Context: an optimization exercise on an open-source flow, tuned for small area. The choices shown serve that exercise and are no tape-out recipe.
Where RTL was checked, it was by simulation tests only, not by an equivalence proof against the original.
The flow treats the clock pin as an ideal source, which a real chip does not have.
Power figures rest on the tool's default switching activity, not on a simulated workload.

==> flow/design.v (excerpt) <==
module cache(
    input clk,
    input reset,
    input i_fetch_valid,
    input i_rfread_valid,
    input [5:0] i_current_pc,
    input i_is_br_instr_rfread,
    input [5:0] i_target_pc,
    output logic [5:0] o_prediction_pc,
	output logic o_prediction_fastcall,
	output logic fastz_d,
	output logic fastz_dd,
	input [15:0] i_ir_rfread
);
For scale: about 370 cells after synthesis, about 120 flip-flops, ~42 I/O pins, about 4100 um2 of cells after synthesis.
==> module valid_ctl, before the edit <==
module valid_ctl(input reset, input rst_n, input rec, input [5:0] v,
		output [5:0] v_d, output [5:0] nxt);
	g_o21a u_v0 (.a1(v[0]), .a2(rec), .b1(rst_n), .x(v_d[0]));
	g_inv u_n0 (.a(v[0]), .y(nxt[0]));
	genvar i;
	generate
		for (i = 1; i < 6; i = i + 1) begin : g_v
			wire keep_n;
			g_a21oi u_k (.a1(rec), .a2(v[i - 1]), .b1(v[i]), .y(keep_n));
			g_nor2 u_r (.a(reset), .b(keep_n), .y(v_d[i]));
			g_nor2b u_n (.a(v[i]), .b_n(v[i - 1]), .y(nxt[i]));
		end
	endgenerate
endmodule
export LEC_CHECK = 0
export CAP_MARGIN = 20
export CORE_MARGIN = 2
export CORE_UTILIZATION = 65
export GPL_TIMING_DRIVEN = 0
export SLEW_MARGIN = 20
export SYNTH_HIERARCHICAL = 1
export SYNTH_MINIMUM_KEEP_SIZE = 0
create_clock -name core_clock -period 7.0 [get_ports {clk}]
standard.sh (not shown) runs the stock make flow with config.mk's settings and CLKGATE_MAP_FILE= SYNTH_SCRIPT=/design/flow/synth_recipe.tcl, a recipe that flattens the netlist after the stock synthesis.
==> flow/flow/run.sh <==
#!/bin/bash
# Layout flow: the standard ORFS flow (standard.sh), with
#  - synthesis through flow/my_synth.tcl: synth_recipe.tcl plus an area-oriented
#    ABC script (flow/area.abc) for the logic mapping; registers are mapped by
#    the standard dfflibmap step as before;
#  - buf_1 port buffers;
#  - clock tree built from clkbuf_4 buffers, without dummy loads.
# Each tool's output goes to logs under orfs/logs (ORFS) and standard.log here.
set -e
F=$PWD/flow
EXTRA=()
[ -f "$F/extra.txt" ] && mapfile -t EXTRA < "$F/extra.txt"
bash standard.sh \
  SYNTH_SCRIPT=$F/my_synth.tcl \
  MY_ABC_SCRIPT=$F/area.abc \
  "BUFFER_PORTS_ARGS=-buffer_cell sky130_fd_sc_hd__buf_1" \
  "CTS_ARGS=-sink_clustering_enable -repair_clock_nets -dont_use_dummy_load -buf_list sky130_fd_sc_hd__clkbuf_4" \
  "${EXTRA[@]}" \
  finish > standard.log 2>&1
==> flow/flow/area.abc <==
strash
dch -f
amap
topo
==> flow/flow/my_synth.tcl <==
proc synth {args} { yosys synth -nofsm -noshare {*}$args }
proc abc {args} {
  if {[info exists ::env(MY_ABC_SCRIPT)] && $::env(MY_ABC_SCRIPT) ne ""} {
    set i [lsearch -exact $args -script]
    if {$i >= 0} { lset args [expr {$i + 1}] $::env(MY_ABC_SCRIPT) }
  }
  yosys abc {*}$args
}
source $::env(SCRIPTS_DIR)/synth.tcl
# left out here: clear keep_hierarchy, flatten, clean up, hide names made inside functions, write 1_2_yosys.v
Then changed:
--- a/flow/design.v
+++ b/flow/design.v
@@ -163,13 +163,13 @@
 	genvar i;
 	generate
 		for (i = 1; i < 6; i = i + 1) begin : g_v
 			wire keep_n;
 			g_a21oi u_k (.a1(rec), .a2(v[i - 1]), .b1(v[i]), .y(keep_n));
 			g_nor2 u_r (.a(reset), .b(keep_n), .y(v_d[i]));
-			g_nor2b u_n (.a(v[i]), .b_n(v[i - 1]), .y(nxt[i]));
+			g_inv u_n (.a(v[i]), .y(nxt[i]));
 		end
 	endgenerate
 endmodule
 module hit_cmp(input [5:0] p_n, input [5:0] cur, input v, output hit);
 	assign hit = v & ((p_n ^ cur) == 6'b111111);
 endmodule
=> Synthesized area came out lower by 0.30%; clock power hardly moves; first-iteration DRC count increases by 32%; final cell count does not change; maximum frequency hardly moves; global-route usage came out lower by 0.31 points; routed wire length is lower by 1.6%; power is higher by 5.2%; design area shrinks by 0.56%; clock skew increases by 0.0036 ns; register-to-register slack improved by 0.11 ns; non-clock buffer count is unchanged; die area hardly moves; utilization barely changes.


Another version of the RTL of cache (not shown whole).
Size: about 360 cells after synthesis, ~110 flip-flops, about 4000 µm² of cells after synthesis.
==> module hit_cmp, before the edit <==
module hit_cmp(input [5:0] p_n, input [5:0] cur, input v, output hit);
	assign hit = v & ((p_n ^ cur) == 6'b111111);
endmodule
export LEC_CHECK = 0
export CAP_MARGIN = 10
export CORE_MARGIN = 2
export CORE_UTILIZATION = 75
export GPL_TIMING_DRIVEN = 0
export SLEW_MARGIN = 5
export SYNTH_HIERARCHICAL = 1
export SYNTH_MINIMUM_KEEP_SIZE = 0
create_clock -name core_clock -period 7.0 [get_ports {clk}]
==> flow/flow/run.sh <==
#!/bin/bash
# Layout flow: the standard ORFS flow (standard.sh) with these changes:
#  - synthesis runs flow/my_synth.tcl, which is synth_recipe.tcl with the ABC
#    logic-mapping script replaced by an area-oriented one (flow/area.abc);
#    registers are mapped by the standard dfflibmap step, as before;
#  - port buffers are buf_1;
#  - the clock tree is built before CTS by flow/clock_tree.tcl when
#    PRE_CTS_TCL is given in flow/extra.txt (leaf buffers, one root buffer
#    driven by the clock port); TritonCTS is then limited to net clk, which
#    it skips, and adds no dummy loads.
# Extra make variables come one per line from flow/extra.txt (@FLOW@ is
# replaced by this flow folder). ORFS writes each step's log under
# orfs/logs; standard.sh's own output goes to standard.log here.
set -e
F=$PWD/flow
EXTRA=()
[ -f "$F/extra.txt" ] && mapfile -t EXTRA < "$F/extra.txt"
for i in "${!EXTRA[@]}"; do EXTRA[$i]=${EXTRA[$i]//@FLOW@/$F}; done
bash standard.sh \
  SYNTH_SCRIPT=$F/my_synth.tcl \
  MY_ABC_SCRIPT=$F/area.abc \
  "BUFFER_PORTS_ARGS=-buffer_cell sky130_fd_sc_hd__buf_1" \
  "CTS_ARGS=-sink_clustering_enable -repair_clock_nets -dont_use_dummy_load -buf_list sky130_fd_sc_hd__clkbuf_4" \
  "${EXTRA[@]}" \
  finish > standard.log 2>&1
Scripts as last shown in full above: flow/flow/area.abc
Other scripts of this flow, unchanged in this note and not shown: flow/flow/clock_tree.tcl, flow/flow/extra.txt, flow/flow/my_synth.tcl
Then changed:
--- a/flow/design.v
+++ b/flow/design.v
@@ -160,8 +160,17 @@
 endmodule
 module g_a221o(input a1, input a2, input b1, input b2, input c1, output x);
 	assign x = (a1 & a2) | (b1 & b2) | c1;
 endmodule
+module g_and4(input a, input b, input c, input d, output x);
+	assign x = a & b & c & d;
+endmodule
+module g_o22ai(input a1, input a2, input b1, input b2, output y);
+	assign y = ~((a1 | a2) & (b1 | b2));
+endmodule
+module g_a221oi(input a1, input a2, input b1, input b2, input c1, output y);
+	assign y = ~((a1 & a2) | (b1 & b2) | c1);
+endmodule
 module g_mux2i(input s, input a0, input a1, output y);
 	assign y = ~(s ? a1 : a0);
 endmodule
 module g_a21oi(input a1, input a2, input b1, output y);
@@ -190,9 +199,18 @@
 	g_nand4 u_h (.a(rec), .b(prev_v), .c(call), .d(z), .y(hold));
 	g_inv u_l (.a(hold), .y(ld));
 endmodule
 module hit_cmp(input [5:0] p_n, input [5:0] cur, input v, output hit);
-	assign hit = v & ((p_n ^ cur) == 6'b111111);
+	wire [2:0] o, x;
+	genvar j;
+	generate
+		for (j = 0; j < 3; j = j + 1) begin : g_pair
+			g_o22ai u_o (.a1(p_n[2 * j]), .a2(cur[2 * j]), .b1(p_n[2 * j + 1]), .b2(cur[2 * j + 1]), .y(o[j]));
+			g_a221oi u_x (.a1(p_n[2 * j]), .a2(cur[2 * j]), .b1(p_n[2 * j + 1]), .b2(cur[2 * j + 1]),
+				.c1(o[j]), .y(x[j]));
+		end
+	endgenerate
+	g_and4 u_h (.a(x[0]), .b(x[1]), .c(x[2]), .d(v), .x(hit));
 endmodule
 module first_hit(input [5:0] hit, output [5:1] sel, output nohit);
 	wire any4;
 	g_nor2b u_s1 (.a(hit[0]), .b_n(hit[1]), .y(sel[1]));
Result:
- clock power goes down by about 3%
- setup slack degrades by 0.27 ns
- final area goes down by 1.3%
- core utilization goes down by 0.60 points
- global-route usage goes up by 1.0 points
- die area goes down by 1.1%
- total power goes down by 0.65%


Another version of the RTL of cache (not shown whole).
Size: ~350 cells after synthesis, about 110 flip-flops, ~42 I/O pins.
==> module sel_or7, before the edit <==
module sel_or7(input [5:0] sel, input [5:0] t, input extra_n, output y);
	wire a_n, b_n;
	g_a222oi u_a (.a1(sel[0]), .a2(t[0]), .b1(sel[1]), .b2(t[1]), .c1(sel[2]), .c2(t[2]), .y(a_n));
	g_a222oi u_b (.a1(sel[3]), .a2(t[3]), .b1(sel[4]), .b2(t[4]), .c1(sel[5]), .c2(t[5]), .y(b_n));
	g_nand3 u_o (.a(a_n), .b(b_n), .c(extra_n), .y(y));
endmodule
==> flow/config.mk <==
export PLATFORM = sky130hd
export DESIGN_NAME = cache
export DESIGN_NICKNAME = cache
export VERILOG_FILES = /design/flow/design.v
export SDC_FILE = /design/flow/constraint.sdc
export NUM_CORES = 4
export LEC_CHECK = 0
export CAP_MARGIN = 10
export CORE_MARGIN = 2
export CORE_UTILIZATION = 80
export GPL_TIMING_DRIVEN = 0
export SLEW_MARGIN = 5
export SYNTH_HIERARCHICAL = 1
export SYNTH_MINIMUM_KEEP_SIZE = 0
==> flow/constraint.sdc <==
create_clock -name core_clock -period 7.0 [get_ports {clk}]
set_input_delay 1.4000 -clock core_clock [delete_from_list [all_inputs] [get_ports {clk}]]
set_output_delay 1.4000 -clock core_clock [all_outputs]
set_load 0.01 [all_outputs]
==> flow/flow/run.sh <==
#!/bin/bash
# Layout flow: the standard ORFS flow (standard.sh) with these changes:
#  - synthesis runs flow/my_synth.tcl, which is synth_recipe.tcl with the ABC
#    logic-mapping script replaced by an area-oriented one (flow/area.abc);
#    registers are mapped by the standard dfflibmap step, as before;
#  - port buffers are buf_1;
#  - the clock tree is built before CTS by flow/clock_tree.tcl when
#    PRE_CTS_TCL is given in flow/extra.txt (clkbuf leaves, one clkbuf root
#    driven by the clock port); TritonCTS is then limited to net clk, which
#    it skips, and adds no dummy loads.
# Extra make variables come one per line from flow/extra.txt (@FLOW@ is
# replaced by this flow folder). ORFS writes each step's log under
# orfs/logs; standard.sh's own output goes to standard.log here.
set -e
F=$PWD/flow
EXTRA=()
[ -f "$F/extra.txt" ] && mapfile -t EXTRA < "$F/extra.txt"
for i in "${!EXTRA[@]}"; do EXTRA[$i]=${EXTRA[$i]//@FLOW@/$F}; done
bash standard.sh \
  SYNTH_SCRIPT=$F/my_synth.tcl \
  MY_ABC_SCRIPT=$F/area.abc \
  "BUFFER_PORTS_ARGS=-buffer_cell sky130_fd_sc_hd__buf_1" \
  "CTS_ARGS=-sink_clustering_enable -repair_clock_nets -dont_use_dummy_load -buf_list sky130_fd_sc_hd__clkbuf_4" \
  "${EXTRA[@]}" \
  finish > standard.log 2>&1
Scripts as last shown in full above: flow/flow/area.abc
Other scripts of this flow, unchanged in this note and not shown: flow/flow/clock_tree.tcl, flow/flow/extra.txt, flow/flow/my_synth.tcl
Edit:
--- a/flow/design.v
+++ b/flow/design.v
@@ -217,10 +217,7 @@
 	endgenerate
 endmodule
 module sel_or7(input [5:0] sel, input [5:0] t, input extra_n, output y);
-	wire a_n, b_n;
-	g_a222oi u_a (.a1(sel[0]), .a2(t[0]), .b1(sel[1]), .b2(t[1]), .c1(sel[2]), .c2(t[2]), .y(a_n));
-	g_a222oi u_b (.a1(sel[3]), .a2(t[3]), .b1(sel[4]), .b2(t[4]), .c1(sel[5]), .c2(t[5]), .y(b_n));
-	g_nand3 u_o (.a(a_n), .b(b_n), .c(extra_n), .y(y));
+	assign y = (|(sel & t)) | ~extra_n;
 endmodule
 module sel_or6(input [5:0] sel, input [5:0] t, output y);
 	wire a_n, b_n;
Result:
- worst hold slack is about the same
- utilization climbs by 0.42 points
- sequential share of layout area came out lower by 0.25 points
- final area grows by about 0.47%
- global-route usage drops by 0.26 points
- clock power hardly moves
- power hardly moves
- sequential power stays flat
The RTL of the first run of this note was laid out without a check of its function.

[afterwards: timing with drivers on the ports]
No port has a modelled driver above. Below, the same layouts with a new extraction and two added sets of constraints.
Step 1 (the two cells are an assumption about what drives the block):
set clk [get_ports {clk}]
set_driving_cell -lib_cell sky130_fd_sc_hd__clkbuf_16 $clk
set_driving_cell -lib_cell sky130_fd_sc_hd__buf_2 [delete_from_list [all_inputs] $clk]
Step 2 also shifts input and output timing later by t, the mid clock arrival at the registers, as if the neighbouring blocks saw the same clock.
Three values: ideal, step 1, step 2; two values: the first two.
| run | t (ns) | setup slack, ns | hold WS [ns] | latest minus earliest clock arrival (ns) | worst slew at a driven data input, ns |
|---|---|---|---|---|---|
| the first run of note 1 | 0.514 | 0.979 / 0.954 / 0.954 | 0.337 / 0.337 / 0.337 | 0.035 / 0.035 | 0.03 |
| the second run of note 1 | 0.485 | 0.995 / 0.968 / 0.968 | 0.330 / 0.330 / 0.330 | 0.052 / 0.052 | 0.03 |
| the first run of note 2 | 0.423 | 0.972 / 0.943 / 0.943 | 0.335 / 0.335 / 0.335 | 0.013 / 0.013 | 0.04 |
| the second run of note 2 | 0.406 | 0.705 / 0.670 / 0.670 | 0.333 / 0.333 / 0.333 | 0.012 / 0.011 | 0.03 |
| the first run of note 3 | 0.406 | 0.667 / 0.618 / 0.618 | 0.339 / 0.339 / 0.339 | 0.016 / 0.016 | 0.05 |
| the second run of note 3 | 0.419 | 0.533 / 0.505 / 0.505 | 0.339 / 0.339 / 0.339 | 0.010 / 0.010 | 0.04 |
After both steps every run listed still meets setup and hold. For the first run of note 3, which loses most, drivers alone change the setup slack by -0.049 ns; drivers and shift together by -0.049 ns.
